Source: an optimization exercise on an open RTL-to-GDS flow (aim: small area, a short achievable clock period and few clock cycles). Production flows keep margins and buffers that such runs may drop.
The RTL was checked by simulation tests, not by an equivalence proof against the original design.
Power and IR drop assume default switching activity.

<file path="design/flow/flow/run.sh">
#!/bin/bash
# The standard layout with these changes: port buffers use the smallest
# buffer cell (buf_1) instead of buffer_ports' default choice; clock tree
# synthesis adds no dummy loads; after global placement, upsize.tcl gives
# the a_q flip-flops, which drive gcd_o, the next drive strength.
set -euo pipefail
export BUFFER_PORTS_ARGS="-buffer_cell sky130_fd_sc_hd__buf_1"
export CTS_ARGS="-sink_clustering_enable -repair_clock_nets -dont_use_dummy_load -buf_list sky130_fd_sc_hd__clkbuf_4 -root_buf sky130_fd_sc_hd__clkbuf_8"
export POST_GLOBAL_PLACE_TCL="$(pwd)/flow/upsize.tcl"
bash standard.sh > flow.log 2>&1
</file>
<file path="design/flow/flow/upsize.tcl">
# Sourced after global placement (POST_GLOBAL_PLACE_TCL): gcd_o comes
# straight from the a_q flip-flops through the output buffers, so give those
# flip-flops the next drive strength (same cell type).
set block [ord::get_db_block]
set n 0
foreach inst [$block getInsts] {
  set name [$inst getName]
  set master [[$inst getMaster] getName]
  if {[string match {a_q*} $name] && $master eq "sky130_fd_sc_hd__dfxtp_1"} {
    $inst swapMaster [[ord::get_db] findMaster sky130_fd_sc_hd__dfxtp_2]
    incr n
  }
}
puts "upsize.tcl: $n flip-flops upsized"
</file>
<file path="design/flow/standard.sh">
#!/bin/bash
# synth_recipe.tcl (not shown) runs the flow's synth.tcl, then flattens the netlist and writes it again
# the make line also repeats each setting of config.mk as NAME=value (left out here)
make -C /OpenROAD-flow-scripts/flow DESIGN_CONFIG=/design/flow/config.mk WORK_HOME=/design/flow/orfs CLKGATE_MAP_FILE= SYNTH_SCRIPT=/design/flow/synth_recipe.tcl "${@:-finish}"
</file>
<file path="design/flow/config.mk">
export PLATFORM = sky130hd
export DESIGN_NAME = seq_gcd
export DESIGN_NICKNAME = seq_gcd
export VERILOG_FILES = /design/flow/design.v
export SDC_FILE = /design/flow/constraint.sdc
export NUM_CORES = 4
export LEC_CHECK = 0
export ABC_AREA = 1
export CAP_MARGIN = 20
export CORE_MARGIN = 2
export CORE_UTILIZATION = 65
export PLACE_DENSITY = 0.8
export SLEW_MARGIN = 20
</file>
<file path="design/flow/constraint.sdc">
create_clock -name core_clock -period 70.0 [get_ports {clk}]
set_input_delay 14.0000 -clock core_clock [delete_from_list [all_inputs] [get_ports {clk}]]
set_output_delay 14.0000 -clock core_clock [all_outputs]
set_load 0.01 [all_outputs]
</file>
<file path="design/flow/design.v">
`default_nettype none
module seq_gcd (
	input  wire        clk,
	input  wire        rst_n,
	input  wire [31:0] la_write_a,
	input  wire [31:0] la_write_b,
	input  wire [31:0] a_i,
	input  wire [31:0] b_i,
	output wire [31:0] gcd_o,
	output wire [31:0] rdata,
	output reg         ready
);
	reg [31:0] a_q;
	reg [31:0] b_q;
	reg        busy;
	wire la_load = (&la_write_a) & (&la_write_b);
	function [4:0] enc;
		input [31:0] oh;
		integer i, j;
		begin
			for (j = 0; j < 5; j = j + 1) begin
				enc[j] = 1'b0;
				for (i = 0; i < 32; i = i + 1)
					if ((i >> j) & 1) enc[j] = enc[j] | oh[i];
			end
		end
	endfunction
	wire [31:0] ab = a_q | b_q;
	wire [32:0] hk;
	assign hk[0] = 1'b0;
	assign hk[1] = hk[0] | ab[0];
	assign hk[2] = hk[1] | ab[1];
	assign hk[3] = hk[2] | ab[2];
	assign hk[4] = hk[3] | ab[3];
	assign hk[5] = hk[4] | ab[4];
	assign hk[6] = hk[5] | ab[5];
	assign hk[7] = hk[6] | ab[6];
	assign hk[8] = hk[7] | ab[7];
	assign hk[9] = hk[8] | ab[8];
	assign hk[10] = hk[9] | ab[9];
	assign hk[11] = hk[10] | ab[10];
	assign hk[12] = hk[11] | ab[11];
	assign hk[13] = hk[12] | ab[12];
	assign hk[14] = hk[13] | ab[13];
	assign hk[15] = hk[14] | ab[14];
	assign hk[16] = hk[15] | ab[15];
	assign hk[17] = hk[16] | ab[16];
	assign hk[18] = hk[17] | ab[17];
	assign hk[19] = hk[18] | ab[18];
	assign hk[20] = hk[19] | ab[19];
	assign hk[21] = hk[20] | ab[20];
	assign hk[22] = hk[21] | ab[21];
	assign hk[23] = hk[22] | ab[22];
	assign hk[24] = hk[23] | ab[23];
	assign hk[25] = hk[24] | ab[24];
	assign hk[26] = hk[25] | ab[25];
	assign hk[27] = hk[26] | ab[26];
	assign hk[28] = hk[27] | ab[27];
	assign hk[29] = hk[28] | ab[28];
	assign hk[30] = hk[29] | ab[29];
	assign hk[31] = hk[30] | ab[30];
	assign hk[32] = hk[31] | ab[31];
	wire [31:0] low    = ab & ~hk[31:0];
	wire [4:0]  k      = enc(low);
	wire        a_lo   = |(a_q & low);
	wire        b_lo   = |(b_q & low);
	wire        zop    = 1'b0;
	wire [32:0] s0_v;
	wire [31:0] s0_p = a_q ^ ~b_q;
	wire [31:0] s0_g = a_q & ~b_q;
	wire s0_G1_0 = s0_g[1] | (s0_p[1] & (a_q[0] | ~b_q[0]));
	wire s0_G3_2 = s0_g[3] | (s0_p[3] & s0_g[2]);
	wire s0_P3_2 = s0_p[3] & s0_p[2];
	wire s0_G5_4 = s0_g[5] | (s0_p[5] & s0_g[4]);
	wire s0_P5_4 = s0_p[5] & s0_p[4];
	wire s0_G7_6 = s0_g[7] | (s0_p[7] & s0_g[6]);
	wire s0_P7_6 = s0_p[7] & s0_p[6];
	wire s0_G9_8 = s0_g[9] | (s0_p[9] & s0_g[8]);
	wire s0_P9_8 = s0_p[9] & s0_p[8];
	wire s0_G11_10 = s0_g[11] | (s0_p[11] & s0_g[10]);
	wire s0_P11_10 = s0_p[11] & s0_p[10];
	wire s0_G13_12 = s0_g[13] | (s0_p[13] & s0_g[12]);
	wire s0_P13_12 = s0_p[13] & s0_p[12];
	wire s0_G15_14 = s0_g[15] | (s0_p[15] & s0_g[14]);
	wire s0_P15_14 = s0_p[15] & s0_p[14];
	wire s0_G17_16 = s0_g[17] | (s0_p[17] & s0_g[16]);
	wire s0_P17_16 = s0_p[17] & s0_p[16];
	wire s0_G19_18 = s0_g[19] | (s0_p[19] & s0_g[18]);
	wire s0_P19_18 = s0_p[19] & s0_p[18];
	wire s0_G21_20 = s0_g[21] | (s0_p[21] & s0_g[20]);
	wire s0_P21_20 = s0_p[21] & s0_p[20];
	wire s0_G23_22 = s0_g[23] | (s0_p[23] & s0_g[22]);
	wire s0_P23_22 = s0_p[23] & s0_p[22];
	wire s0_G25_24 = s0_g[25] | (s0_p[25] & s0_g[24]);
	wire s0_P25_24 = s0_p[25] & s0_p[24];
	wire s0_G27_26 = s0_g[27] | (s0_p[27] & s0_g[26]);
	wire s0_P27_26 = s0_p[27] & s0_p[26];
	wire s0_G29_28 = s0_g[29] | (s0_p[29] & s0_g[28]);
	wire s0_P29_28 = s0_p[29] & s0_p[28];
	wire s0_G31_30 = s0_g[31] | (s0_p[31] & s0_g[30]);
	wire s0_P31_30 = s0_p[31] & s0_p[30];
	wire s0_G3_0 = s0_G3_2 | (s0_P3_2 & s0_G1_0);
	wire s0_G7_4 = s0_G7_6 | (s0_P7_6 & s0_G5_4);
	wire s0_P7_4 = s0_P7_6 & s0_P5_4;
	wire s0_G11_8 = s0_G11_10 | (s0_P11_10 & s0_G9_8);
	wire s0_P11_8 = s0_P11_10 & s0_P9_8;
	wire s0_G15_12 = s0_G15_14 | (s0_P15_14 & s0_G13_12);
	wire s0_P15_12 = s0_P15_14 & s0_P13_12;
	wire s0_G19_16 = s0_G19_18 | (s0_P19_18 & s0_G17_16);
	wire s0_P19_16 = s0_P19_18 & s0_P17_16;
	wire s0_G23_20 = s0_G23_22 | (s0_P23_22 & s0_G21_20);
	wire s0_P23_20 = s0_P23_22 & s0_P21_20;
	wire s0_G27_24 = s0_G27_26 | (s0_P27_26 & s0_G25_24);
	wire s0_P27_24 = s0_P27_26 & s0_P25_24;
	wire s0_G31_28 = s0_G31_30 | (s0_P31_30 & s0_G29_28);
	wire s0_P31_28 = s0_P31_30 & s0_P29_28;
	wire s0_G7_0 = s0_G7_4 | (s0_P7_4 & s0_G3_0);
	wire s0_G15_8 = s0_G15_12 | (s0_P15_12 & s0_G11_8);
	wire s0_P15_8 = s0_P15_12 & s0_P11_8;
	wire s0_G23_16 = s0_G23_20 | (s0_P23_20 & s0_G19_16);
	wire s0_P23_16 = s0_P23_20 & s0_P19_16;
	wire s0_G31_24 = s0_G31_28 | (s0_P31_28 & s0_G27_24);
	wire s0_P31_24 = s0_P31_28 & s0_P27_24;
	wire s0_G15_0 = s0_G15_8 | (s0_P15_8 & s0_G7_0);
	wire s0_G31_16 = s0_G31_24 | (s0_P31_24 & s0_G23_16);
	wire s0_P31_16 = s0_P31_24 & s0_P23_16;
	wire s0_G31_0 = s0_G31_16 | (s0_P31_16 & s0_G15_0);
	wire s0_G23_0 = s0_G23_16 | (s0_P23_16 & s0_G15_0);
	wire s0_G11_0 = s0_G11_8 | (s0_P11_8 & s0_G7_0);
	wire s0_G19_0 = s0_G19_16 | (s0_P19_16 & s0_G15_0);
	wire s0_G27_0 = s0_G27_24 | (s0_P27_24 & s0_G23_0);
	wire s0_G5_0 = s0_G5_4 | (s0_P5_4 & s0_G3_0);
	wire s0_G9_0 = s0_G9_8 | (s0_P9_8 & s0_G7_0);
	wire s0_G13_0 = s0_G13_12 | (s0_P13_12 & s0_G11_0);
	wire s0_G17_0 = s0_G17_16 | (s0_P17_16 & s0_G15_0);
	wire s0_G21_0 = s0_G21_20 | (s0_P21_20 & s0_G19_0);
	wire s0_G25_0 = s0_G25_24 | (s0_P25_24 & s0_G23_0);
	wire s0_G29_0 = s0_G29_28 | (s0_P29_28 & s0_G27_0);
	wire s0_G2_0 = s0_g[2] | (s0_p[2] & s0_G1_0);
	wire s0_G4_0 = s0_g[4] | (s0_p[4] & s0_G3_0);
	wire s0_G6_0 = s0_g[6] | (s0_p[6] & s0_G5_0);
	wire s0_G8_0 = s0_g[8] | (s0_p[8] & s0_G7_0);
	wire s0_G10_0 = s0_g[10] | (s0_p[10] & s0_G9_0);
	wire s0_G12_0 = s0_g[12] | (s0_p[12] & s0_G11_0);
	wire s0_G14_0 = s0_g[14] | (s0_p[14] & s0_G13_0);
	wire s0_G16_0 = s0_g[16] | (s0_p[16] & s0_G15_0);
	wire s0_G18_0 = s0_g[18] | (s0_p[18] & s0_G17_0);
	wire s0_G20_0 = s0_g[20] | (s0_p[20] & s0_G19_0);
	wire s0_G22_0 = s0_g[22] | (s0_p[22] & s0_G21_0);
	wire s0_G24_0 = s0_g[24] | (s0_p[24] & s0_G23_0);
	wire s0_G26_0 = s0_g[26] | (s0_p[26] & s0_G25_0);
	wire s0_G28_0 = s0_g[28] | (s0_p[28] & s0_G27_0);
	wire s0_G30_0 = s0_g[30] | (s0_p[30] & s0_G29_0);
	assign s0_v[0] = s0_p[0] ^ 1'b1;
	assign s0_v[1] = s0_p[1] ^ (a_q[0] | ~b_q[0]);
	assign s0_v[2] = s0_p[2] ^ s0_G1_0;
	assign s0_v[3] = s0_p[3] ^ s0_G2_0;
	assign s0_v[4] = s0_p[4] ^ s0_G3_0;
	assign s0_v[5] = s0_p[5] ^ s0_G4_0;
	assign s0_v[6] = s0_p[6] ^ s0_G5_0;
	assign s0_v[7] = s0_p[7] ^ s0_G6_0;
	assign s0_v[8] = s0_p[8] ^ s0_G7_0;
	assign s0_v[9] = s0_p[9] ^ s0_G8_0;
	assign s0_v[10] = s0_p[10] ^ s0_G9_0;
	assign s0_v[11] = s0_p[11] ^ s0_G10_0;
	assign s0_v[12] = s0_p[12] ^ s0_G11_0;
	assign s0_v[13] = s0_p[13] ^ s0_G12_0;
	assign s0_v[14] = s0_p[14] ^ s0_G13_0;
	assign s0_v[15] = s0_p[15] ^ s0_G14_0;
	assign s0_v[16] = s0_p[16] ^ s0_G15_0;
	assign s0_v[17] = s0_p[17] ^ s0_G16_0;
	assign s0_v[18] = s0_p[18] ^ s0_G17_0;
	assign s0_v[19] = s0_p[19] ^ s0_G18_0;
	assign s0_v[20] = s0_p[20] ^ s0_G19_0;
	assign s0_v[21] = s0_p[21] ^ s0_G20_0;
	assign s0_v[22] = s0_p[22] ^ s0_G21_0;
	assign s0_v[23] = s0_p[23] ^ s0_G22_0;
	assign s0_v[24] = s0_p[24] ^ s0_G23_0;
	assign s0_v[25] = s0_p[25] ^ s0_G24_0;
	assign s0_v[26] = s0_p[26] ^ s0_G25_0;
	assign s0_v[27] = s0_p[27] ^ s0_G26_0;
	assign s0_v[28] = s0_p[28] ^ s0_G27_0;
	assign s0_v[29] = s0_p[29] ^ s0_G28_0;
	assign s0_v[30] = s0_p[30] ^ s0_G29_0;
	assign s0_v[31] = s0_p[31] ^ s0_G30_0;
	assign s0_v[32] = ~s0_G31_0;
	wire        s0_neg  = s0_v[32];
	wire [31:0] s0_xy   = a_q ^ b_q;
	wire [32:0] s0_h;
	wire s0_h_1_0 = s0_xy[1] | s0_xy[0];
	wire s0_h_3_2 = s0_xy[3] | s0_xy[2];
	wire s0_h_5_4 = s0_xy[5] | s0_xy[4];
	wire s0_h_7_6 = s0_xy[7] | s0_xy[6];
	wire s0_h_9_8 = s0_xy[9] | s0_xy[8];
	wire s0_h_11_10 = s0_xy[11] | s0_xy[10];
	wire s0_h_13_12 = s0_xy[13] | s0_xy[12];
	wire s0_h_15_14 = s0_xy[15] | s0_xy[14];
	wire s0_h_17_16 = s0_xy[17] | s0_xy[16];
	wire s0_h_19_18 = s0_xy[19] | s0_xy[18];
	wire s0_h_21_20 = s0_xy[21] | s0_xy[20];
	wire s0_h_23_22 = s0_xy[23] | s0_xy[22];
	wire s0_h_25_24 = s0_xy[25] | s0_xy[24];
	wire s0_h_27_26 = s0_xy[27] | s0_xy[26];
	wire s0_h_29_28 = s0_xy[29] | s0_xy[28];
	wire s0_h_31_30 = s0_xy[31] | s0_xy[30];
	wire s0_h_3_0 = s0_h_3_2 | s0_h_1_0;
	wire s0_h_7_4 = s0_h_7_6 | s0_h_5_4;
	wire s0_h_11_8 = s0_h_11_10 | s0_h_9_8;
	wire s0_h_15_12 = s0_h_15_14 | s0_h_13_12;
	wire s0_h_19_16 = s0_h_19_18 | s0_h_17_16;
	wire s0_h_23_20 = s0_h_23_22 | s0_h_21_20;
	wire s0_h_27_24 = s0_h_27_26 | s0_h_25_24;
	wire s0_h_31_28 = s0_h_31_30 | s0_h_29_28;
	wire s0_h_7_0 = s0_h_7_4 | s0_h_3_0;
	wire s0_h_15_8 = s0_h_15_12 | s0_h_11_8;
	wire s0_h_23_16 = s0_h_23_20 | s0_h_19_16;
	wire s0_h_31_24 = s0_h_31_28 | s0_h_27_24;
	wire s0_h_15_0 = s0_h_15_8 | s0_h_7_0;
	wire s0_h_31_16 = s0_h_31_24 | s0_h_23_16;
	wire s0_h_31_0 = s0_h_31_16 | s0_h_15_0;
	wire s0_h_23_0 = s0_h_23_16 | s0_h_15_0;
	wire s0_h_11_0 = s0_h_11_8 | s0_h_7_0;
	wire s0_h_19_0 = s0_h_19_16 | s0_h_15_0;
	wire s0_h_27_0 = s0_h_27_24 | s0_h_23_0;
	wire s0_h_5_0 = s0_h_5_4 | s0_h_3_0;
	wire s0_h_9_0 = s0_h_9_8 | s0_h_7_0;
	wire s0_h_13_0 = s0_h_13_12 | s0_h_11_0;
	wire s0_h_17_0 = s0_h_17_16 | s0_h_15_0;
	wire s0_h_21_0 = s0_h_21_20 | s0_h_19_0;
	wire s0_h_25_0 = s0_h_25_24 | s0_h_23_0;
	wire s0_h_29_0 = s0_h_29_28 | s0_h_27_0;
	wire s0_h_2_0 = s0_xy[2] | s0_h_1_0;
	wire s0_h_4_0 = s0_xy[4] | s0_h_3_0;
	wire s0_h_6_0 = s0_xy[6] | s0_h_5_0;
	wire s0_h_8_0 = s0_xy[8] | s0_h_7_0;
	wire s0_h_10_0 = s0_xy[10] | s0_h_9_0;
	wire s0_h_12_0 = s0_xy[12] | s0_h_11_0;
	wire s0_h_14_0 = s0_xy[14] | s0_h_13_0;
	wire s0_h_16_0 = s0_xy[16] | s0_h_15_0;
	wire s0_h_18_0 = s0_xy[18] | s0_h_17_0;
	wire s0_h_20_0 = s0_xy[20] | s0_h_19_0;
	wire s0_h_22_0 = s0_xy[22] | s0_h_21_0;
	wire s0_h_24_0 = s0_xy[24] | s0_h_23_0;
	wire s0_h_26_0 = s0_xy[26] | s0_h_25_0;
	wire s0_h_28_0 = s0_xy[28] | s0_h_27_0;
	wire s0_h_30_0 = s0_xy[30] | s0_h_29_0;
	assign s0_h[0] = 1'b0;
	assign s0_h[1] = s0_xy[0];
	assign s0_h[2] = s0_h_1_0;
	assign s0_h[3] = s0_h_2_0;
	assign s0_h[4] = s0_h_3_0;
	assign s0_h[5] = s0_h_4_0;
	assign s0_h[6] = s0_h_5_0;
	assign s0_h[7] = s0_h_6_0;
	assign s0_h[8] = s0_h_7_0;
	assign s0_h[9] = s0_h_8_0;
	assign s0_h[10] = s0_h_9_0;
	assign s0_h[11] = s0_h_10_0;
	assign s0_h[12] = s0_h_11_0;
	assign s0_h[13] = s0_h_12_0;
	assign s0_h[14] = s0_h_13_0;
	assign s0_h[15] = s0_h_14_0;
	assign s0_h[16] = s0_h_15_0;
	assign s0_h[17] = s0_h_16_0;
	assign s0_h[18] = s0_h_17_0;
	assign s0_h[19] = s0_h_18_0;
	assign s0_h[20] = s0_h_19_0;
	assign s0_h[21] = s0_h_20_0;
	assign s0_h[22] = s0_h_21_0;
	assign s0_h[23] = s0_h_22_0;
	assign s0_h[24] = s0_h_23_0;
	assign s0_h[25] = s0_h_24_0;
	assign s0_h[26] = s0_h_25_0;
	assign s0_h[27] = s0_h_26_0;
	assign s0_h[28] = s0_h_27_0;
	assign s0_h[29] = s0_h_28_0;
	assign s0_h[30] = s0_h_29_0;
	assign s0_h[31] = s0_h_30_0;
	assign s0_h[32] = s0_h_31_0;
	wire        s0_zero = ~s0_h[32];
	wire [31:0] s0_u    = s0_v[31:0] ^ (s0_h[31:0] & {32{s0_neg}});
	wire [4:0]  s0_amt  = enc(s0_xy & ~s0_h[31:0]) - k;
	wire [2:0]  s0_sh   = (|s0_amt[4:3]) ? {3{1'b1}} : s0_amt[2:0];
	wire [31:0] s0_n    = s0_u >> s0_sh;
	wire [31:0] x1   = s0_neg ? a_q : b_q;         
	wire        pre1 = s0_neg ? ~a_lo : ~b_lo;    
	wire [31:0] y1   = s0_n & ~{32{pre1}};
	wire [32:0] s1_v;
	wire [31:0] s1_p = x1 ^ ~y1;
	wire [31:0] s1_g = x1 & ~y1;
	wire s1_G1_0 = s1_g[1] | (s1_p[1] & (x1[0] | ~y1[0]));
	wire s1_G3_2 = s1_g[3] | (s1_p[3] & s1_g[2]);
	wire s1_P3_2 = s1_p[3] & s1_p[2];
	wire s1_G5_4 = s1_g[5] | (s1_p[5] & s1_g[4]);
	wire s1_P5_4 = s1_p[5] & s1_p[4];
	wire s1_G7_6 = s1_g[7] | (s1_p[7] & s1_g[6]);
	wire s1_P7_6 = s1_p[7] & s1_p[6];
	wire s1_G9_8 = s1_g[9] | (s1_p[9] & s1_g[8]);
	wire s1_P9_8 = s1_p[9] & s1_p[8];
	wire s1_G11_10 = s1_g[11] | (s1_p[11] & s1_g[10]);
	wire s1_P11_10 = s1_p[11] & s1_p[10];
	wire s1_G13_12 = s1_g[13] | (s1_p[13] & s1_g[12]);
	wire s1_P13_12 = s1_p[13] & s1_p[12];
	wire s1_G15_14 = s1_g[15] | (s1_p[15] & s1_g[14]);
	wire s1_P15_14 = s1_p[15] & s1_p[14];
	wire s1_G17_16 = s1_g[17] | (s1_p[17] & s1_g[16]);
	wire s1_P17_16 = s1_p[17] & s1_p[16];
	wire s1_G19_18 = s1_g[19] | (s1_p[19] & s1_g[18]);
	wire s1_P19_18 = s1_p[19] & s1_p[18];
	wire s1_G21_20 = s1_g[21] | (s1_p[21] & s1_g[20]);
	wire s1_P21_20 = s1_p[21] & s1_p[20];
	wire s1_G23_22 = s1_g[23] | (s1_p[23] & s1_g[22]);
	wire s1_P23_22 = s1_p[23] & s1_p[22];
	wire s1_G25_24 = s1_g[25] | (s1_p[25] & s1_g[24]);
	wire s1_P25_24 = s1_p[25] & s1_p[24];
	wire s1_G27_26 = s1_g[27] | (s1_p[27] & s1_g[26]);
	wire s1_P27_26 = s1_p[27] & s1_p[26];
	wire s1_G29_28 = s1_g[29] | (s1_p[29] & s1_g[28]);
	wire s1_P29_28 = s1_p[29] & s1_p[28];
	wire s1_G31_30 = s1_g[31] | (s1_p[31] & s1_g[30]);
	wire s1_P31_30 = s1_p[31] & s1_p[30];
	wire s1_G3_0 = s1_G3_2 | (s1_P3_2 & s1_G1_0);
	wire s1_G7_4 = s1_G7_6 | (s1_P7_6 & s1_G5_4);
	wire s1_P7_4 = s1_P7_6 & s1_P5_4;
	wire s1_G11_8 = s1_G11_10 | (s1_P11_10 & s1_G9_8);
	wire s1_P11_8 = s1_P11_10 & s1_P9_8;
	wire s1_G15_12 = s1_G15_14 | (s1_P15_14 & s1_G13_12);
	wire s1_P15_12 = s1_P15_14 & s1_P13_12;
	wire s1_G19_16 = s1_G19_18 | (s1_P19_18 & s1_G17_16);
	wire s1_P19_16 = s1_P19_18 & s1_P17_16;
	wire s1_G23_20 = s1_G23_22 | (s1_P23_22 & s1_G21_20);
	wire s1_P23_20 = s1_P23_22 & s1_P21_20;
	wire s1_G27_24 = s1_G27_26 | (s1_P27_26 & s1_G25_24);
	wire s1_P27_24 = s1_P27_26 & s1_P25_24;
	wire s1_G31_28 = s1_G31_30 | (s1_P31_30 & s1_G29_28);
	wire s1_P31_28 = s1_P31_30 & s1_P29_28;
	wire s1_G7_0 = s1_G7_4 | (s1_P7_4 & s1_G3_0);
	wire s1_G15_8 = s1_G15_12 | (s1_P15_12 & s1_G11_8);
	wire s1_P15_8 = s1_P15_12 & s1_P11_8;
	wire s1_G23_16 = s1_G23_20 | (s1_P23_20 & s1_G19_16);
	wire s1_P23_16 = s1_P23_20 & s1_P19_16;
	wire s1_G31_24 = s1_G31_28 | (s1_P31_28 & s1_G27_24);
	wire s1_P31_24 = s1_P31_28 & s1_P27_24;
	wire s1_G15_0 = s1_G15_8 | (s1_P15_8 & s1_G7_0);
	wire s1_G31_16 = s1_G31_24 | (s1_P31_24 & s1_G23_16);
	wire s1_P31_16 = s1_P31_24 & s1_P23_16;
	wire s1_G31_0 = s1_G31_16 | (s1_P31_16 & s1_G15_0);
	wire s1_G23_0 = s1_G23_16 | (s1_P23_16 & s1_G15_0);
	wire s1_G11_0 = s1_G11_8 | (s1_P11_8 & s1_G7_0);
	wire s1_G19_0 = s1_G19_16 | (s1_P19_16 & s1_G15_0);
	wire s1_G27_0 = s1_G27_24 | (s1_P27_24 & s1_G23_0);
	wire s1_G5_0 = s1_G5_4 | (s1_P5_4 & s1_G3_0);
	wire s1_G9_0 = s1_G9_8 | (s1_P9_8 & s1_G7_0);
	wire s1_G13_0 = s1_G13_12 | (s1_P13_12 & s1_G11_0);
	wire s1_G17_0 = s1_G17_16 | (s1_P17_16 & s1_G15_0);
	wire s1_G21_0 = s1_G21_20 | (s1_P21_20 & s1_G19_0);
	wire s1_G25_0 = s1_G25_24 | (s1_P25_24 & s1_G23_0);
	wire s1_G29_0 = s1_G29_28 | (s1_P29_28 & s1_G27_0);
	wire s1_G2_0 = s1_g[2] | (s1_p[2] & s1_G1_0);
	wire s1_G4_0 = s1_g[4] | (s1_p[4] & s1_G3_0);
	wire s1_G6_0 = s1_g[6] | (s1_p[6] & s1_G5_0);
	wire s1_G8_0 = s1_g[8] | (s1_p[8] & s1_G7_0);
	wire s1_G10_0 = s1_g[10] | (s1_p[10] & s1_G9_0);
	wire s1_G12_0 = s1_g[12] | (s1_p[12] & s1_G11_0);
	wire s1_G14_0 = s1_g[14] | (s1_p[14] & s1_G13_0);
	wire s1_G16_0 = s1_g[16] | (s1_p[16] & s1_G15_0);
	wire s1_G18_0 = s1_g[18] | (s1_p[18] & s1_G17_0);
	wire s1_G20_0 = s1_g[20] | (s1_p[20] & s1_G19_0);
	wire s1_G22_0 = s1_g[22] | (s1_p[22] & s1_G21_0);
	wire s1_G24_0 = s1_g[24] | (s1_p[24] & s1_G23_0);
	wire s1_G26_0 = s1_g[26] | (s1_p[26] & s1_G25_0);
	wire s1_G28_0 = s1_g[28] | (s1_p[28] & s1_G27_0);
	wire s1_G30_0 = s1_g[30] | (s1_p[30] & s1_G29_0);
	assign s1_v[0] = s1_p[0] ^ 1'b1;
	assign s1_v[1] = s1_p[1] ^ (x1[0] | ~y1[0]);
	assign s1_v[2] = s1_p[2] ^ s1_G1_0;
	assign s1_v[3] = s1_p[3] ^ s1_G2_0;
	assign s1_v[4] = s1_p[4] ^ s1_G3_0;
	assign s1_v[5] = s1_p[5] ^ s1_G4_0;
	assign s1_v[6] = s1_p[6] ^ s1_G5_0;
	assign s1_v[7] = s1_p[7] ^ s1_G6_0;
	assign s1_v[8] = s1_p[8] ^ s1_G7_0;
	assign s1_v[9] = s1_p[9] ^ s1_G8_0;
	assign s1_v[10] = s1_p[10] ^ s1_G9_0;
	assign s1_v[11] = s1_p[11] ^ s1_G10_0;
	assign s1_v[12] = s1_p[12] ^ s1_G11_0;
	assign s1_v[13] = s1_p[13] ^ s1_G12_0;
	assign s1_v[14] = s1_p[14] ^ s1_G13_0;
	assign s1_v[15] = s1_p[15] ^ s1_G14_0;
	assign s1_v[16] = s1_p[16] ^ s1_G15_0;
	assign s1_v[17] = s1_p[17] ^ s1_G16_0;
	assign s1_v[18] = s1_p[18] ^ s1_G17_0;
	assign s1_v[19] = s1_p[19] ^ s1_G18_0;
	assign s1_v[20] = s1_p[20] ^ s1_G19_0;
	assign s1_v[21] = s1_p[21] ^ s1_G20_0;
	assign s1_v[22] = s1_p[22] ^ s1_G21_0;
	assign s1_v[23] = s1_p[23] ^ s1_G22_0;
	assign s1_v[24] = s1_p[24] ^ s1_G23_0;
	assign s1_v[25] = s1_p[25] ^ s1_G24_0;
	assign s1_v[26] = s1_p[26] ^ s1_G25_0;
	assign s1_v[27] = s1_p[27] ^ s1_G26_0;
	assign s1_v[28] = s1_p[28] ^ s1_G27_0;
	assign s1_v[29] = s1_p[29] ^ s1_G28_0;
	assign s1_v[30] = s1_p[30] ^ s1_G29_0;
	assign s1_v[31] = s1_p[31] ^ s1_G30_0;
	assign s1_v[32] = ~s1_G31_0;
	wire        s1_neg  = s1_v[32];
	wire [31:0] s1_xy   = x1 ^ y1;
	wire [32:0] s1_h;
	wire s1_h_1_0 = s1_xy[1] | s1_xy[0];
	wire s1_h_3_2 = s1_xy[3] | s1_xy[2];
	wire s1_h_5_4 = s1_xy[5] | s1_xy[4];
	wire s1_h_7_6 = s1_xy[7] | s1_xy[6];
	wire s1_h_9_8 = s1_xy[9] | s1_xy[8];
	wire s1_h_11_10 = s1_xy[11] | s1_xy[10];
	wire s1_h_13_12 = s1_xy[13] | s1_xy[12];
	wire s1_h_15_14 = s1_xy[15] | s1_xy[14];
	wire s1_h_17_16 = s1_xy[17] | s1_xy[16];
	wire s1_h_19_18 = s1_xy[19] | s1_xy[18];
	wire s1_h_21_20 = s1_xy[21] | s1_xy[20];
	wire s1_h_23_22 = s1_xy[23] | s1_xy[22];
	wire s1_h_25_24 = s1_xy[25] | s1_xy[24];
	wire s1_h_27_26 = s1_xy[27] | s1_xy[26];
	wire s1_h_29_28 = s1_xy[29] | s1_xy[28];
	wire s1_h_31_30 = s1_xy[31] | s1_xy[30];
	wire s1_h_3_0 = s1_h_3_2 | s1_h_1_0;
	wire s1_h_7_4 = s1_h_7_6 | s1_h_5_4;
	wire s1_h_11_8 = s1_h_11_10 | s1_h_9_8;
	wire s1_h_15_12 = s1_h_15_14 | s1_h_13_12;
	wire s1_h_19_16 = s1_h_19_18 | s1_h_17_16;
	wire s1_h_23_20 = s1_h_23_22 | s1_h_21_20;
	wire s1_h_27_24 = s1_h_27_26 | s1_h_25_24;
	wire s1_h_31_28 = s1_h_31_30 | s1_h_29_28;
	wire s1_h_7_0 = s1_h_7_4 | s1_h_3_0;
	wire s1_h_15_8 = s1_h_15_12 | s1_h_11_8;
	wire s1_h_23_16 = s1_h_23_20 | s1_h_19_16;
	wire s1_h_31_24 = s1_h_31_28 | s1_h_27_24;
	wire s1_h_15_0 = s1_h_15_8 | s1_h_7_0;
	wire s1_h_31_16 = s1_h_31_24 | s1_h_23_16;
	wire s1_h_31_0 = s1_h_31_16 | s1_h_15_0;
	wire s1_h_23_0 = s1_h_23_16 | s1_h_15_0;
	wire s1_h_11_0 = s1_h_11_8 | s1_h_7_0;
	wire s1_h_19_0 = s1_h_19_16 | s1_h_15_0;
	wire s1_h_27_0 = s1_h_27_24 | s1_h_23_0;
	wire s1_h_5_0 = s1_h_5_4 | s1_h_3_0;
	wire s1_h_9_0 = s1_h_9_8 | s1_h_7_0;
	wire s1_h_13_0 = s1_h_13_12 | s1_h_11_0;
	wire s1_h_17_0 = s1_h_17_16 | s1_h_15_0;
	wire s1_h_21_0 = s1_h_21_20 | s1_h_19_0;
	wire s1_h_25_0 = s1_h_25_24 | s1_h_23_0;
	wire s1_h_29_0 = s1_h_29_28 | s1_h_27_0;
	wire s1_h_2_0 = s1_xy[2] | s1_h_1_0;
	wire s1_h_4_0 = s1_xy[4] | s1_h_3_0;
	wire s1_h_6_0 = s1_xy[6] | s1_h_5_0;
	wire s1_h_8_0 = s1_xy[8] | s1_h_7_0;
	wire s1_h_10_0 = s1_xy[10] | s1_h_9_0;
	wire s1_h_12_0 = s1_xy[12] | s1_h_11_0;
	wire s1_h_14_0 = s1_xy[14] | s1_h_13_0;
	wire s1_h_16_0 = s1_xy[16] | s1_h_15_0;
	wire s1_h_18_0 = s1_xy[18] | s1_h_17_0;
	wire s1_h_20_0 = s1_xy[20] | s1_h_19_0;
	wire s1_h_22_0 = s1_xy[22] | s1_h_21_0;
	wire s1_h_24_0 = s1_xy[24] | s1_h_23_0;
	wire s1_h_26_0 = s1_xy[26] | s1_h_25_0;
	wire s1_h_28_0 = s1_xy[28] | s1_h_27_0;
	wire s1_h_30_0 = s1_xy[30] | s1_h_29_0;
	assign s1_h[0] = 1'b0;
	assign s1_h[1] = s1_xy[0];
	assign s1_h[2] = s1_h_1_0;
	assign s1_h[3] = s1_h_2_0;
	assign s1_h[4] = s1_h_3_0;
	assign s1_h[5] = s1_h_4_0;
	assign s1_h[6] = s1_h_5_0;
	assign s1_h[7] = s1_h_6_0;
	assign s1_h[8] = s1_h_7_0;
	assign s1_h[9] = s1_h_8_0;
	assign s1_h[10] = s1_h_9_0;
	assign s1_h[11] = s1_h_10_0;
	assign s1_h[12] = s1_h_11_0;
	assign s1_h[13] = s1_h_12_0;
	assign s1_h[14] = s1_h_13_0;
	assign s1_h[15] = s1_h_14_0;
	assign s1_h[16] = s1_h_15_0;
	assign s1_h[17] = s1_h_16_0;
	assign s1_h[18] = s1_h_17_0;
	assign s1_h[19] = s1_h_18_0;
	assign s1_h[20] = s1_h_19_0;
	assign s1_h[21] = s1_h_20_0;
	assign s1_h[22] = s1_h_21_0;
	assign s1_h[23] = s1_h_22_0;
	assign s1_h[24] = s1_h_23_0;
	assign s1_h[25] = s1_h_24_0;
	assign s1_h[26] = s1_h_25_0;
	assign s1_h[27] = s1_h_26_0;
	assign s1_h[28] = s1_h_27_0;
	assign s1_h[29] = s1_h_28_0;
	assign s1_h[30] = s1_h_29_0;
	assign s1_h[31] = s1_h_30_0;
	assign s1_h[32] = s1_h_31_0;
	wire        s1_zero = ~s1_h[32];
	wire [31:0] s1_u    = s1_v[31:0] ^ (s1_h[31:0] & {32{s1_neg}});
	wire [4:0]  s1_amt  = enc(s1_xy & ~s1_h[31:0]) - k;
	wire [2:0]  s1_sh   = (|s1_amt[4:3]) ? {3{1'b1}} : s1_amt[2:0];
	wire [31:0] s1_n    = s1_u >> s1_sh;
	wire        to_n0 = zop | pre1 | ~(s0_zero | s1_zero | s1_neg);
	wire [31:0] a_nx  = to_n0 ? s0_n : x1;
	wire [31:0] b_nx  = s1_n;
	wire        done  = zop | s0_zero | s1_zero;
	always @(posedge clk) begin
		a_q <= busy ? a_nx : a_i;
		b_q <= busy ? b_nx : b_i;
	end
	always @(posedge clk or negedge rst_n) begin
		if (~rst_n) begin
			busy  <= 1'b0;
			ready <= 1'b0;
		end else begin
			busy  <= busy ? ~done : la_load;
			ready <= busy & done;
		end
	end
	assign gcd_o = a_q;
	assign rdata = 32'd0;
endmodule
`default_nettype wire
</file>
==> flow_metrics.env, run 1 <==
export IMPL_leakagePower_nw=6.30
export IMPL_worstPathMaxFanout=5
export IMPL_fin_crit_sh=0.214
export IMPL_ff2ff_setup_slack_ns=57.21
export IMPL_slew_viol_final=0
export IMPL_postLayoutCellArea_um2=12600
export IMPL_dp_cells=2318
export IMPL_first_global_vias=12500
export IMPL_dpl_cell_area_um2=12500
export IMPL_status="timing/DRC/antenna clean"
export IMPL_num_antenna_cells=0
export IMPL_cp_top_family="flip-flops"
export IMPL_drt_iter0_drc=2128
export IMPL_yosysUniqueCellTypes=56
export IMPL_layout_drive_gt1_share=0.0515
export IMPL_cts_root_buf="clkbuf_8"
export IMPL_max_stage_delay_ns=0.42
export IMPL_cts_resized=0
export IMPL_row_count=49
export IMPL_cts_tree="built"
export IMPL_syn_avg_cell_area_um2=6.01
export IMPL_hp_start="busy"
export IMPL_holdPathStages=2
export IMPL_hold_buffers=0
export IMPL_crit_type="reg2out"
export IMPL_die_area_um2=19500
export IMPL_clk_latency_ns=0.40
export IMPL_maxSlewHeadroom=0.292
export IMPL_synth_main_ff_cell="dfxtp_1"
export IMPL_area_growth_pct=5.20
export IMPL_place_hpwl_mm=34.1
export IMPL_drt_total_wl_mm=42.1
export IMPL_min_period_ns=15.00
export IMPL_synth_edf_count=0
export IMPL_drv_cap=0
export IMPL_fp_coreArea_um2=18000
export IMPL_holdPathEnd="b_q[27]"
export IMPL_first_pass_iters=11
export IMPL_synth_async_reset_ratio=0.0303
export IMPL_grt_overflow_total=0
export IMPL_grt_usage=0.413
export IMPL_pre_cts_ws_ns=55.05
export IMPL_min_path_type="reg2reg"
export IMPL_routed_via_density=6.15
export IMPL_drc=0
export IMPL_fin_tns_setup_ns=0
export IMPL_p_per_area_nw_per_um2=35.7
export IMPL_rsz0062_at_grt="no"
export IMPL_setup_ws_ns=55.00
export IMPL_vias=14300
export IMPL_grt_pass1_wl_mm=64.4
export IMPL_stdcell_count=2327
export IMPL_cts_setup_buffers=0
export IMPL_layout_common_cells="479 x nand2_1, 313 x nand3_1, 240 x inv_1"
export IMPL_ys_warn_count=1
export IMPL_portBuffers=162
export IMPL_grt_max_degree=83
export IMPL_cts_buffer_depth=2
export IMPL_cp_cell_sequence="buf_1"
export IMPL_critPathBufInv=1
export IMPL_final_nets=2365
export IMPL_syn_area_um2=12000
export IMPL_num_io_pins=195
export IMPL_fmax_mhz=66.7
export IMPL_crit_slowest_cell="dfxtp_2"
export IMPL_finClkSkew_ns=0.0298
export IMPL_htreeDepth=3
export IMPL_finalSetupViolations=0
export IMPL_ir_drop_mv=0.0594
export IMPL_hold_viol=0
export IMPL_ys_seq_elements=66
export IMPL_cts_sinks=66
export IMPL_layout_commonest_cell="nand2_1"
export IMPL_cts_buffers=9
export IMPL_syn_inst=1995
export IMPL_fp_dieH_um=140
export IMPL_postRouteAntennaNets=0
export IMPL_start_kind="flop"
export IMPL_reg2reg_depth=70
export IMPL_post_drt_wl_per_cell_um=18.1
export IMPL_critPathCaptureType="output pin"
export IMPL_start_util=0.665
export IMPL_cp_arrival_ns=1.00
export IMPL_clk_pin_slew_ns=0.10
export IMPL_r2r_start="a_q[0]"
export IMPL_ys_seq_area_frac=0.111
export IMPL_r2r_end="b_q[19]"
export IMPL_die_width_um=140
export IMPL_required_ns=56.00
export IMPL_tightest_slew_ns=1.06
export IMPL_grt_antenna_before_repair=1
==> tightest hold or removal path: cells and delay by family, from the launching register on <==
kind | cells | cell delay (ns)
flip-flops | 1 | 0.41
AND/OR/NAND/NOR | 2 | 0.22
==> cell families after synthesis <==
kind of cell / count (synthesis) / share of synthesized area
adder cells (fa/ha/maj): 135 / 0.161
other: 1 / 0.000313
buffers and inverters: 358 / 0.129
XOR/XNOR: 96 / 0.0702
flip-flops: 66 / 0.111
AND/OR/NAND/NOR: 1167 / 0.440
AO/OA/AOI/OAI: 172 / 0.0880
==> stage by stage <==
| step | hold slack [ns] | total power, mW | utilization |
|---|---|---|---|
| floorplan | 0.545 | 0.337 | - |
| global placement | 0.605 | 0.395 | 0.690 |
| detailed placement | 0.634 | 0.403 | 0.693 |
| CTS | 0.650 | 0.433 | 0.699 |
| global route | 0.686 | 0.485 | 0.699 |
| finish | 0.675 | 0.450 | 0.699 |
==> routing by layer <==
layer	part of all wire	GRT usage	up-vias
li1	-	-	6694
met1	0.40	0.584	6378
met2	0.41	0.613	1113
met3	0.16	0.113	116
met4	0.031	0.124	2
met5	0.00040	0	-
==> area by class of cell <==
| type | instances | area (um^2) |
|---|---|---|
| fillers | 1683 | 5420 |
| repair buffers | 168 | 653 |
| well taps | 229 | 287 |
| inverters | 253 | 951 |
| multi-input cells | 1602 | 9220 |
| clock buffers | 9 | 124 |
| flip-flops and latches | 66 | 1370 |
==> flip-flops by register name, summed over array words and instances, names as in the netlist <==
register	cells
ready	1
b_q	32
busy	1
a_q	32
==> cells in the mapped netlist (4+ instances only) <==
cell type  instances  area [um^2]
a21oi_1           48          240
inv_1            240          901
o211ai_1           5         37.5
dfxtp_1           64         1280
a211oi_1           7         52.6
a221oi_1           4         35.0
clkbuf_1          35          131
o221ai_1           5         43.8
xnor2_1           32          280
o22ai_1           11         68.8
nor4_1            10         62.6
nor2_1           214          803
buf_4             35          263
nor3_1            19         95.1
xor2_1            64          561
nand3b_1           7         52.6
a2111oi_0          5         43.8
buf_6              5         56.3
nand4_1           69          432
ha_1             103         1290
o21ai_0           55          275
buf_2             30          150
o2111ai_1         12          105
nand2_2           12         75.1
nand2_1          480         1800
or2_2              4         25.0
nand3_1          313         1570
inv_2             12         45.0
fa_1              32          641
nor2_2            13         81.3
nor2_4             7         78.8
==> worst max path at each step <==
stage                         from  endpoint  slack [ns]  cells after the start
global route                a_q[6]  gcd_o[6]       54.99                      1
finish                      a_q[6]  gcd_o[6]       55.00                      1
detailed placement  la_write_b[27]      busy       55.05                      5
floorplan           la_write_b[22]      busy       55.35                      4
global placement    la_write_a[23]      busy       55.07                      5
CTS                         a_q[6]  gcd_o[6]       55.01                      1
==> report_power, final <==
part / switching, mW / internal, mW
combinational: 0.261 / 0.119
clock: 0.0165 / 0.0115
sequential: 0.00287 / 0.0398
total: 0.280 / 0.170
Testbench counts, summed over its fixed seeds: cycles 24,209.
==> run 2, diff against run 1 <==
--- a/design/flow/config.mk
+++ b/design/flow/config.mk
@@ -8,6 +8,6 @@
 export ABC_AREA = 1
 export CAP_MARGIN = 20
 export CORE_MARGIN = 2
-export CORE_UTILIZATION = 65
-export PLACE_DENSITY = 0.8
+export CORE_UTILIZATION = 50
+export PLACE_DENSITY = 0.7
 export SLEW_MARGIN = 20
==> run 2 against run 1 <==
Net effect:
- still clean on timing, DRC and antenna
- via count fell by 4.4%
- power fell by 1.4%
- synthesized cell count did not move
- sequential cell count did not move
- clock power barely moved
- hold slack got worse by 0.063 ns
- fmax barely moved
- clock-buffer cell count did not move
- global-route usage fell by 9.3 points
- clock skew fell by 0.00053 ns
- final cell count rose by 3.8%
- critical path type unchanged
- largest power group unchanged
==> flow_metrics.env, run 2 <==
export IMPL_drt_total_wl_mm=41.8
export IMPL_critPathCaptureType="output pin"
export IMPL_post_drt_wl_per_cell_um=17.3
export IMPL_clk_pin_slew_ns=0.08
export IMPL_top_regs="a_q: 32 flops, b_q: 32 flops"
export IMPL_start_kind="flop"
export IMPL_rsz0062_at_grt="no"
export IMPL_critPathBufInv=1
export IMPL_finalSetupViolations=0
export IMPL_cp_depth=1
export IMPL_fp_dieH_um=159
export IMPL_seqPwrFrac=0.096
export IMPL_clkPwrFrac=0.064
export IMPL_drc=0
export IMPL_hold_viol=0
export IMPL_area_growth_pct=6.06
export IMPL_post_synth_most_frequent_cells="480 x nand2_1, 313 x nand3_1, 240 x inv_1"
export IMPL_ys_seq_elements=66
export IMPL_synth_largest_area_cell="nand2_1"
export IMPL_internal_power_uw=170
export IMPL_num_io_pins=195
export IMPL_fin_tns_setup_ns=0
export IMPL_final_nets=2363
export IMPL_finClkSkew_ns=0.0292
export IMPL_cp_top_family="flip-flops"
export IMPL_grt_overflow_total=0
export IMPL_leakagePower_nw=6.30
export IMPL_crit_path_end="gcd_o[10]"
export IMPL_ys_warn_count=1
export IMPL_syn_area_um2=12000
export IMPL_min_period_ns=15.01
export IMPL_syn_avg_cell_area_um2=6.01
export IMPL_syn_inst=1995
export IMPL_slew_viol_final=0
export IMPL_grt_usage=0.320
export IMPL_synth_async_reset_ratio=0.0303
export IMPL_grt_pass1_wl_mm=64.4
export IMPL_clk_latency_ns=0.39
export IMPL_yosysUniqueCellTypes=56
export IMPL_hold_buffers=0
export IMPL_layout_commonest_cell="nand2_1"
export IMPL_cts_sinks=66
export IMPL_synth_top_cell_area_share=0.150
export IMPL_dp_cells=2406
export IMPL_cp_arrival_ns=1.01
export IMPL_synthTopCellsByArea="nand2_1 15%, nand3_1 13%, ha_1 11%, dfxtp_1 11%, inv_1 7.5%"
export IMPL_portBuffers=162
export IMPL_start_util=0.511
export IMPL_cts_setup_buffers=0
export IMPL_stdcell_count=2415
export IMPL_cts_buffer_depth=2
export IMPL_num_antenna_cells=0
export IMPL_grt_max_degree=81
export IMPL_row_count=56
export IMPL_synth_most_common_cell="nand2_1"
export IMPL_cp_startpoint="a_q[10]"
export IMPL_reg2reg_depth=68
export IMPL_cts_root_buf="clkbuf_8"
export IMPL_swShare=0.617
export IMPL_r2r_end="b_q[18]"
export IMPL_cts_resized=0
export IMPL_ys_seq_area_frac=0.111
export IMPL_status="timing/DRC/antenna clean"
export IMPL_max_stage_delay_ns=0.43
export IMPL_routed_via_density=5.66
export IMPL_grt_antenna_before_repair=1
export IMPL_die_width_um=159
export IMPL_ff2ff_setup_slack_ns=57.21
export IMPL_dpl_cell_area_um2=12600
export IMPL_p_sw_uw=274
export IMPL_whs_ns=0.612
export IMPL_layout_drive_gt1_share=0.0510
export IMPL_cp_cell_sequence="buf_1"
export IMPL_layout_common_cells="479 x nand2_1, 312 x nand3_1, 240 x inv_1"
export IMPL_p_per_area_nw_per_um2=34.9
export IMPL_drt_iter0_drc=1372
export IMPL_min_path_type="reg2reg"
export IMPL_cts_tree="built"
export IMPL_crit_type="reg2out"
export IMPL_tightest_slew_ns=1.05
export IMPL_power_frac_comb=0.840
export IMPL_crit_slowest_cell="dfxtp_2"
export IMPL_fp_coreArea_um2=23500
export IMPL_ir_drop_mv=0.0313
export IMPL_postRouteAntennaNets=0
export IMPL_maxSlewHeadroom=0.299
export IMPL_r2r_start="b_q[0]"
export IMPL_fmax_mhz=66.6
export IMPL_worstPathMaxFanout=5
export IMPL_die_area_um2=25200
export IMPL_first_pass_iters=7
export IMPL_first_global_vias=12300
export IMPL_finalPower_uw=444
export IMPL_required_ns=56.00
export IMPL_place_hpwl_mm=34.4
export IMPL_synth_edf_count=0
export IMPL_postLayoutCellArea_um2=12700
export IMPL_fin_crit_sh=0.214
export IMPL_htreeDepth=3
export IMPL_vias=13700
export IMPL_cts_buffers=9
export IMPL_drv_cap=0
export IMPL_synth_main_ff_cell="dfxtp_1"
run 2: cell families (layout without fill, tap and decap cells):
logic type,Yosys count,count (layout),synth area share
adders and majority gates,135,135,0.161
buffers and inverters,358,428,0.129
and+or+nand+nor,1167,1167,0.440
xor gates and xnor gates,96,96,0.0702
other,1,32,0.000313
AOI/OAI and AO/OA,172,172,0.0880
DFF,66,66,0.111
run 2: how the worst min path moves through the flow:
stage / startpoint / to / slack (ns) / cells after the start
finish: busy / b_q[27] / 0.61 / 2
global route: busy / b_q[27] / 0.68 / 2
CTS: busy / b_q[27] / 0.62 / 2
detailed placement: busy / b_q[27] / 0.60 / 2
global placement: busy / b_q[27] / 0.61 / 2
floorplan: busy / b_q[27] / 0.54 / 2
run 2: area by class of cell:
type | instances | area [um^2]
Clock buffer | 9 | 124
Fill cell | 2495 | 10800
Inverter | 253 | 951
Multi-Input combinational cell | 1602 | 9230
Sequential cell | 66 | 1370
Tap cell | 319 | 399
Timing Repair Buffer | 166 | 638
run 2: through the flow:
step | util | setup WS [ns]
4_1_cts | 0.541 | 54.98
5_1_grt | 0.541 | 54.97
6_report | 0.541 | 54.99
2_1_floorplan | - | 55.35
3_5_place_dp | 0.536 | 55.13
3_3_place_gp | 0.534 | 55.12
run 2: routing by layer:
layer  track usage  share of wire  up-vias
met5             0              0        -
met4         0.109          0.029        0
met3        0.0619           0.12       75
met2         0.454           0.40      721
met1         0.477           0.45     6183
li1              -              -     6689
run 2: power groups by stage:
stage,Combinational [mW],Clock (mW),Sequential [mW]
final,0.373,0.0283,0.0428
after global routing,0.415,0.0297,0.0430
after CTS,0.364,0.0283,0.0426
after detailed placement,0.360,0,0.0435
after global placement,0.359,0,0.0432
after floorplan,0.295,0,0.0423
==> run 3, diff against run 2 <==
==> design/flow/flow/run.sh (replaced) <==
#!/bin/bash
# The standard layout with these changes: port buffers use the smallest
# buffer cell (buf_1) instead of buffer_ports' default choice; clock tree
# synthesis uses clkbuf_16 buffers and adds no dummy loads; after global placement, upsize.tcl gives
# the a_q flip-flops, which drive gcd_o, the next drive strength.
set -euo pipefail
export BUFFER_PORTS_ARGS="-buffer_cell sky130_fd_sc_hd__buf_1"
export CTS_ARGS="-sink_clustering_enable -repair_clock_nets -dont_use_dummy_load -buf_list sky130_fd_sc_hd__clkbuf_16 -root_buf sky130_fd_sc_hd__clkbuf_16"
export POST_GLOBAL_PLACE_TCL="$(pwd)/flow/upsize.tcl"
bash standard.sh > flow.log 2>&1
==> run 3 against run 2 <==
Net effect:
- utilization rose by 0.43 points
- critical path depth stayed put
- final cell count unchanged
- worst setup slack improved by 0.043 ns
- still clean
- fmax rose by 0.29%
- routed wire length barely moved
- register-to-register slack about the same
- non-clock buffer count unchanged
- synthesized area did not move
- highest routed layer unchanged
- via count decreased by 0.12%
==> flow_metrics.env, run 3 <==
export IMPL_status="timing/DRC/antenna clean"
export IMPL_cts_buffer_depth=2
export IMPL_p_sw_uw=275
export IMPL_leakagePower_nw=6.34
export IMPL_clk_pin_slew_ns=0.06
export IMPL_clk_latency_ns=0.36
export IMPL_syn_inst=1995
export IMPL_die_width_um=159
export IMPL_syn_avg_cell_area_um2=6.01
export IMPL_min_path_type="reg2reg"
export IMPL_vias=13700
export IMPL_hold_viol=0
export IMPL_start_util=0.511
export IMPL_fin_crit_sh=0.214
export IMPL_layout_common_cells="479 x nand2_1, 312 x nand3_1, 240 x inv_1"
export IMPL_layout_drive_gt1_share=0.0510
export IMPL_cts_sinks=66
export IMPL_cts_resized=0
export IMPL_drc=0
export IMPL_portBuffers=162
export IMPL_ir_drop_mv=0.0309
export IMPL_critPathCaptureType="output pin"
export IMPL_ys_seq_elements=66
export IMPL_synth_most_common_cell="nand2_1"
export IMPL_min_period_ns=14.96
export IMPL_setup_ws_ns=55.04
export IMPL_synth_async_reset_ratio=0.0303
export IMPL_cts_buffers=9
export IMPL_die_area_um2=25200
export IMPL_fp_coreArea_um2=23500
export IMPL_pre_cts_ws_ns=55.13
export IMPL_cts_setup_buffers=0
export IMPL_start_kind="flop"
export IMPL_first_pass_iters=8
export IMPL_crit_type="reg2out"
export IMPL_ys_seq_area_frac=0.111
export IMPL_htreeDepth=3
export IMPL_ys_warn_count=1
export IMPL_num_antenna_cells=0
export IMPL_drv_cap=0
export IMPL_first_global_vias=12300
export IMPL_drt_iter0_drc=1395
export IMPL_maxSlewHeadroom=0.299
export IMPL_post_drt_wl_per_cell_um=17.3
export IMPL_clkPwrFrac=0.089
export IMPL_row_count=56
export IMPL_cts_root_buf="clkbuf_16"
export IMPL_cp_arrival_ns=0.96
export IMPL_hold_buffers=0
export IMPL_fmax_mhz=66.8
export IMPL_synth_main_ff_cell="dfxtp_1"
export IMPL_final_nets=2363
export IMPL_top_regs="a_q: 32 flops, b_q: 32 flops"
export IMPL_fin_tns_setup_ns=0
export IMPL_power_frac_comb=0.817
export IMPL_required_ns=56.00
export IMPL_post_synth_most_frequent_cells="480 x nand2_1, 313 x nand3_1, 240 x inv_1"
export IMPL_synthTopCellsByArea="nand2_1 15%, nand3_1 13%, ha_1 11%, dfxtp_1 11%, inv_1 7.5%"
export IMPL_yosysUniqueCellTypes=56
export IMPL_grt_antenna_before_repair=1
export IMPL_cp_top_family="flip-flops"
export IMPL_finClkSkew_ns=0.0243
export IMPL_area_growth_pct=6.90
export IMPL_num_io_pins=195
export IMPL_seqPwrFrac=0.094
export IMPL_postRouteAntennaNets=0
export IMPL_crit_slowest_cell="dfxtp_2"
export IMPL_synth_top_cell_area_share=0.150
export IMPL_grt_overflow_total=0
export IMPL_grt_max_degree=81
export IMPL_cts_tree="built"
export IMPL_syn_area_um2=12000
export IMPL_place_hpwl_mm=34.4
export IMPL_tightest_slew_ns=1.05
export IMPL_layout_commonest_cell="nand2_1"
export IMPL_routed_via_density=5.65
export IMPL_swShare=0.603
export IMPL_grt_pass1_wl_mm=64.5
export IMPL_internal_power_uw=181
export IMPL_drt_total_wl_mm=41.8
export IMPL_max_stage_delay_ns=0.42
export IMPL_p_per_area_nw_per_um2=35.6
export IMPL_rsz0062_at_grt="no"
export IMPL_slew_viol_final=0
export IMPL_whs_ns=0.609
export IMPL_worstPathMaxFanout=5
export IMPL_synth_edf_count=0
export IMPL_grt_usage=0.321
export IMPL_finalSetupViolations=0
export IMPL_cp_cell_sequence="buf_1"
export IMPL_fp_dieH_um=159
export IMPL_synth_largest_area_cell="nand2_1"
export IMPL_critPathBufInv=1
==> run 3: cell counts after synthesis <==
No cell type changed its count.
==> run 3: worst paths after layout <==
path                         start         to  slack (ns)  depth (start not counted)
setup reg to reg            b_q[0]    b_q[19]       57.21                         68
max in group asynchronous    rst_n      ready       56.46                          1
min in group asynchronous    rst_n       busy       13.42                          1
setup / recovery           a_q[10]  gcd_o[10]       55.04                          1
hold / removal                busy    b_q[27]        0.61                          2
hold reg to reg               busy    b_q[27]        0.61                          2
==> run 3: layer usage <==
metal,GRT usage,up-vias,part of all wire
li1,-,6696,-
met1,0.480,6144,0.45
met2,0.455,737,0.40
met3,0.0643,74,0.12
met4,0.101,0,0.029
met5,0,-,0
==> run 3: area by class of cell <==
type / count / area, um^2
flip-flops and latches: 66 / 1370
repair buffers: 166 / 638
fillers: 2476 / 10700
well taps: 319 / 399
clock buffers: 9 / 225
inverters: 253 / 951
multi-input cells: 1602 / 9230
==> run 3: metrics by stage <==
stage | std cells | cell area [um^2] | utilization | power [mW]
global route | 2415 | 12800 | 0.546 | 0.501
finish | 2415 | 12800 | 0.546 | 0.456
global placement | 2406 | 12500 | 0.534 | 0.402
CTS | 2415 | 12800 | 0.546 | 0.448
floorplan | 2026 | 12100 | - | 0.337
detailed placement | 2406 | 12600 | 0.536 | 0.404
==> run 3: power groups by stage <==
stage	Clock, mW	Sequential, mW	Combinational [mW]
floorplan	0	0.0423	0.295
global placement	0	0.0432	0.359
detailed placement	0	0.0435	0.360
CTS	0.0410	0.0427	0.364
global route	0.0425	0.0430	0.416
finish	0.0408	0.0429	0.373
==> run 3: logic make-up after synthesis <==
family,after synthesis,synth area share
AND/OR/NAND/NOR,1167,0.440
other,1,0.000313
AO/OA/AOI/OAI,172,0.0880
flip-flops,66,0.111
XOR/XNOR,96,0.0702
adder cells (fa/ha/maj),135,0.161
buffers and inverters,358,0.129
==> run 4, diff against run 3 <==
==> design/flow/flow/run.sh (replaced) <==
#!/bin/bash
# The standard layout with these changes: port buffers use the smallest
# buffer cell (buf_1) instead of buffer_ports' default choice; clock tree
# synthesis uses small clock buffers and adds no dummy loads; after global
# placement, upsize.tcl gives the a_q flip-flops and gcd_o's output buffers
# the next drive strength.
set -euo pipefail
export BUFFER_PORTS_ARGS="-buffer_cell sky130_fd_sc_hd__buf_1"
export CTS_ARGS="-sink_clustering_enable -repair_clock_nets -dont_use_dummy_load -buf_list sky130_fd_sc_hd__clkbuf_2 -root_buf sky130_fd_sc_hd__clkbuf_8"
export POST_GLOBAL_PLACE_TCL="$(pwd)/flow/upsize.tcl"
bash standard.sh > flow.log 2>&1
==> design/flow/flow/upsize.tcl (replaced) <==
# Sourced after global placement (POST_GLOBAL_PLACE_TCL): gcd_o comes
# straight from the a_q flip-flops through the output buffers, so give those
# flip-flops and buffers the next drive strength (same cell types).
set block [ord::get_db_block]
foreach inst [$block getInsts] {
  set name [$inst getName]
  set master [[$inst getMaster] getName]
  if {[string match {a_q\[*} $name] && $master eq "sky130_fd_sc_hd__dfxtp_1"} {
    replace_cell $name sky130_fd_sc_hd__dfxtp_2
  }
}
foreach port [$block getBTerms] {
  if {![string match {gcd_o*} [$port getName]]} { continue }
  set net [$port getNet]
  foreach iterm [$net getITerms] {
    set inst [$iterm getInst]
    if {[[$inst getMaster] getName] eq "sky130_fd_sc_hd__buf_1"} {
      replace_cell [$inst getName] sky130_fd_sc_hd__buf_2
    }
  }
}
==> run 4 against run 3 <==
Net effect:
- combinational power is essentially flat
- worst setup slack lost 0.13 ns
- non-clock buffer count is the same
- global-route usage shrank 0.15 points
- final cell count is the same
- sequential share of layout area shrank 0.23 points
- highest routed layer unchanged
==> flow_metrics.env, run 4 <==
export IMPL_cts_buffer_depth=2
export IMPL_finClkSkew_ns=0.0205
export IMPL_multi_input_area_um2=9230
export IMPL_synth_largest_area_cell="nand2_1"
export IMPL_fp_coreArea_um2=23500
export IMPL_clk_pin_slew_ns=0.09
export IMPL_num_io_pins=195
export IMPL_drt_iter0_drc=1614
export IMPL_die_width_um=159
export IMPL_synth_most_common_cell="nand2_1"
export IMPL_maxSlewHeadroom=0.289
export IMPL_postRouteAntennaNets=0
export IMPL_crit_type="reg2out"
export IMPL_fp_dieH_um=159
export IMPL_grt_overflow_total=0
export IMPL_syn_avg_cell_area_um2=6.01
export IMPL_cts_setup_buffers=0
export IMPL_cts_sinks=66
export IMPL_synth_main_ff_cell="dfxtp_1"
export IMPL_internal_power_uw=170
export IMPL_leakagePower_nw=6.38
export IMPL_fillers=2486
export IMPL_fin_crit_sh=0.216
export IMPL_cp_cell_sequence="buf_2"
export IMPL_syn_inst=1995
export IMPL_synthTopCellsByArea="nand2_1 15%, nand3_1 13%, ha_1 11%, dfxtp_1 11%, inv_1 7.5%"
export IMPL_cp_arrival_ns=1.10
export IMPL_cts_resized=0
export IMPL_portBuffers=162
export IMPL_htreeDepth=3
export IMPL_critPathBufInv=1
export IMPL_ir_drop_mv=0.0335
export IMPL_power_frac_comb=0.840
export IMPL_min_period_ns=15.10
export IMPL_drc=0
export IMPL_place_hpwl_mm=34.4
export IMPL_p_sw_uw=273
export IMPL_yosysUniqueCellTypes=56
export IMPL_seqPwrFrac=0.096
export IMPL_fin_tns_setup_ns=0
export IMPL_layout_common_cells="479 x nand2_1, 312 x nand3_1, 240 x inv_1"
export IMPL_swShare=0.616
export IMPL_ff2ff_setup_slack_ns=57.21
export IMPL_grt_usage=0.319
export IMPL_final_nets=2363
export IMPL_layout_commonest_cell="nand2_1"
export IMPL_required_ns=56.00
export IMPL_rsz0062_at_grt="no"
export IMPL_cts_tree="built"
export IMPL_status="timing/DRC/antenna clean"
export IMPL_cts_buffers=9
export IMPL_area_growth_pct=6.06
export IMPL_cp_top_family="flip-flops"
export IMPL_drt_total_wl_mm=41.9
export IMPL_start_util=0.511
export IMPL_vias=13800
export IMPL_ys_warn_count=1
export IMPL_post_drt_wl_per_cell_um=17.3
export IMPL_slew_viol_final=0
export IMPL_num_antenna_cells=0
export IMPL_critPathCaptureType="output pin"
export IMPL_syn_area_um2=12000
export IMPL_clk_latency_ns=0.38
export IMPL_worstPathMaxFanout=5
export IMPL_fmax_mhz=66.2
export IMPL_hold_viol=0
export IMPL_ys_seq_elements=66
export IMPL_min_path_type="reg2reg"
export IMPL_top_regs="a_q: 32 flops, b_q: 32 flops"
export IMPL_synth_async_reset_ratio=0.0303
export IMPL_finalSetupViolations=0
export IMPL_tightest_slew_ns=1.07
export IMPL_drv_cap=0
export IMPL_first_pass_iters=6
export IMPL_ys_seq_area_frac=0.111
export IMPL_first_global_vias=12200
export IMPL_routed_via_density=5.70
export IMPL_register_area_um2=1330
export IMPL_post_synth_most_frequent_cells="480 x nand2_1, 313 x nand3_1, 240 x inv_1"
export IMPL_die_area_um2=25200
export IMPL_synth_top_cell_area_share=0.150
export IMPL_synth_edf_count=0
export IMPL_clkPwrFrac=0.064
export IMPL_grt_max_degree=81
export IMPL_cts_root_buf="clkbuf_8"
export IMPL_start_kind="flop"
export IMPL_row_count=56
export IMPL_grt_antenna_before_repair=0
export IMPL_layout_drive_gt1_share=0.0510
export IMPL_whs_ns=0.628
export IMPL_crit_slowest_cell="dfxtp_1"
export IMPL_p_per_area_nw_per_um2=34.9
export IMPL_hold_buffers=0
export IMPL_grt_pass1_wl_mm=64.4
export IMPL_max_stage_delay_ns=0.51
## run 4: cell counts after synthesis
No cell type changed its count.
## run 4: power by group through the flow
| stage | clock network (mW) | logic, mW | registers, mW |
|---|---|---|---|
| finish | 0.0283 | 0.372 | 0.0426 |
| floorplan | 0 | 0.295 | 0.0423 |
| global placement | 0 | 0.359 | 0.0432 |
| CTS | 0.0285 | 0.364 | 0.0424 |
| global route | 0.0295 | 0.414 | 0.0428 |
| detailed placement | 0 | 0.360 | 0.0433 |
## run 4: final timing paths
kind                          from  cells past startpoint         to
max                        a_q[10]                      1  gcd_o[10]
min                           busy                      2    b_q[27]
max reg2reg                 b_q[0]                     68    b_q[18]
min reg2reg                   busy                      2    b_q[27]
max in group asynchronous    rst_n                      1      ready
min in group asynchronous    rst_n                      1       busy
## run 4: final cells by class
cell class                      instances  area share
Multi-Input combinational cell       1602       0.726
Sequential cell                        66       0.105
Inverter                              253      0.0748
Timing Repair Buffer                  166      0.0534
Tap cell                              319      0.0314
Clock buffer                            9     0.00975
## run 4: logic make-up after synthesis
logic type | count (synthesis) | share of synthesized area
AND/OR/NAND/NOR | 1167 | 0.440
buffers and inverters | 358 | 0.129
AO/OA/AOI/OAI | 172 | 0.0880
adder cells (fa/ha/maj) | 135 | 0.161
XOR/XNOR | 96 | 0.0702
flip-flops | 66 | 0.111
other | 1 | 0.000313
## run 4: metrics by stage
| step | power [mW] | util | setup WS [ns] | instance area, um^2 | instances |
|---|---|---|---|---|---|
| 3_3_place_gp | 0.402 | 0.534 | 55.12 | 12500 | 2406 |
| 4_1_cts | 0.435 | 0.541 | 54.90 | 12700 | 2415 |
| 3_5_place_dp | 0.403 | 0.536 | 55.13 | 12600 | 2406 |
| 2_1_floorplan | 0.337 | - | 55.35 | 12100 | 2026 |
| 5_1_grt | 0.486 | 0.541 | 54.86 | 12700 | 2415 |
| 6_report | 0.443 | 0.541 | 54.90 | 12700 | 2415 |
## run 4: per-layer routing
metal  routed length (um)  up-vias  track usage  part of all wire
li1                     -     6688            -                 -
met2                17100      768        0.464              0.41
met5                    0        -            0                 0
met1                19000     6243        0.474              0.45
met3                 4610       78       0.0538              0.11
met4                 1190        0        0.102             0.028

afterwards: timing with drivers on the ports:
How much do the figures lean on ideal ports? The routed layouts below were timed once more, with nothing changed but the port constraints.
Step 1 sets driving cells, clkbuf_16 on the clock port and buf_2 on the other inputs (assumed; they add their load-dependent delay and slew).
Step 2 times the ports against the registers' clock, not the clock port: input delays grow and output delays shrink by t, the midpoint of the rising clock arrivals with the driver on.
a / b / c = ideal / step 1 / step 2; a / b = the first two.
run	t (ns)	setup WS [ns]	latest minus earliest clock arrival (ns)
run 1	0.428	55.001 / 54.962 / 55.028	0.030 / 0.030
run 2	0.419	54.993 / 54.953 / 55.113	0.029 / 0.029
run 3	0.393	55.037 / 54.991 / 55.112	0.025 / 0.024
run 4	0.409	54.904 / 54.864 / 55.124	0.021 / 0.020
After both steps every run listed still meets setup and hold.
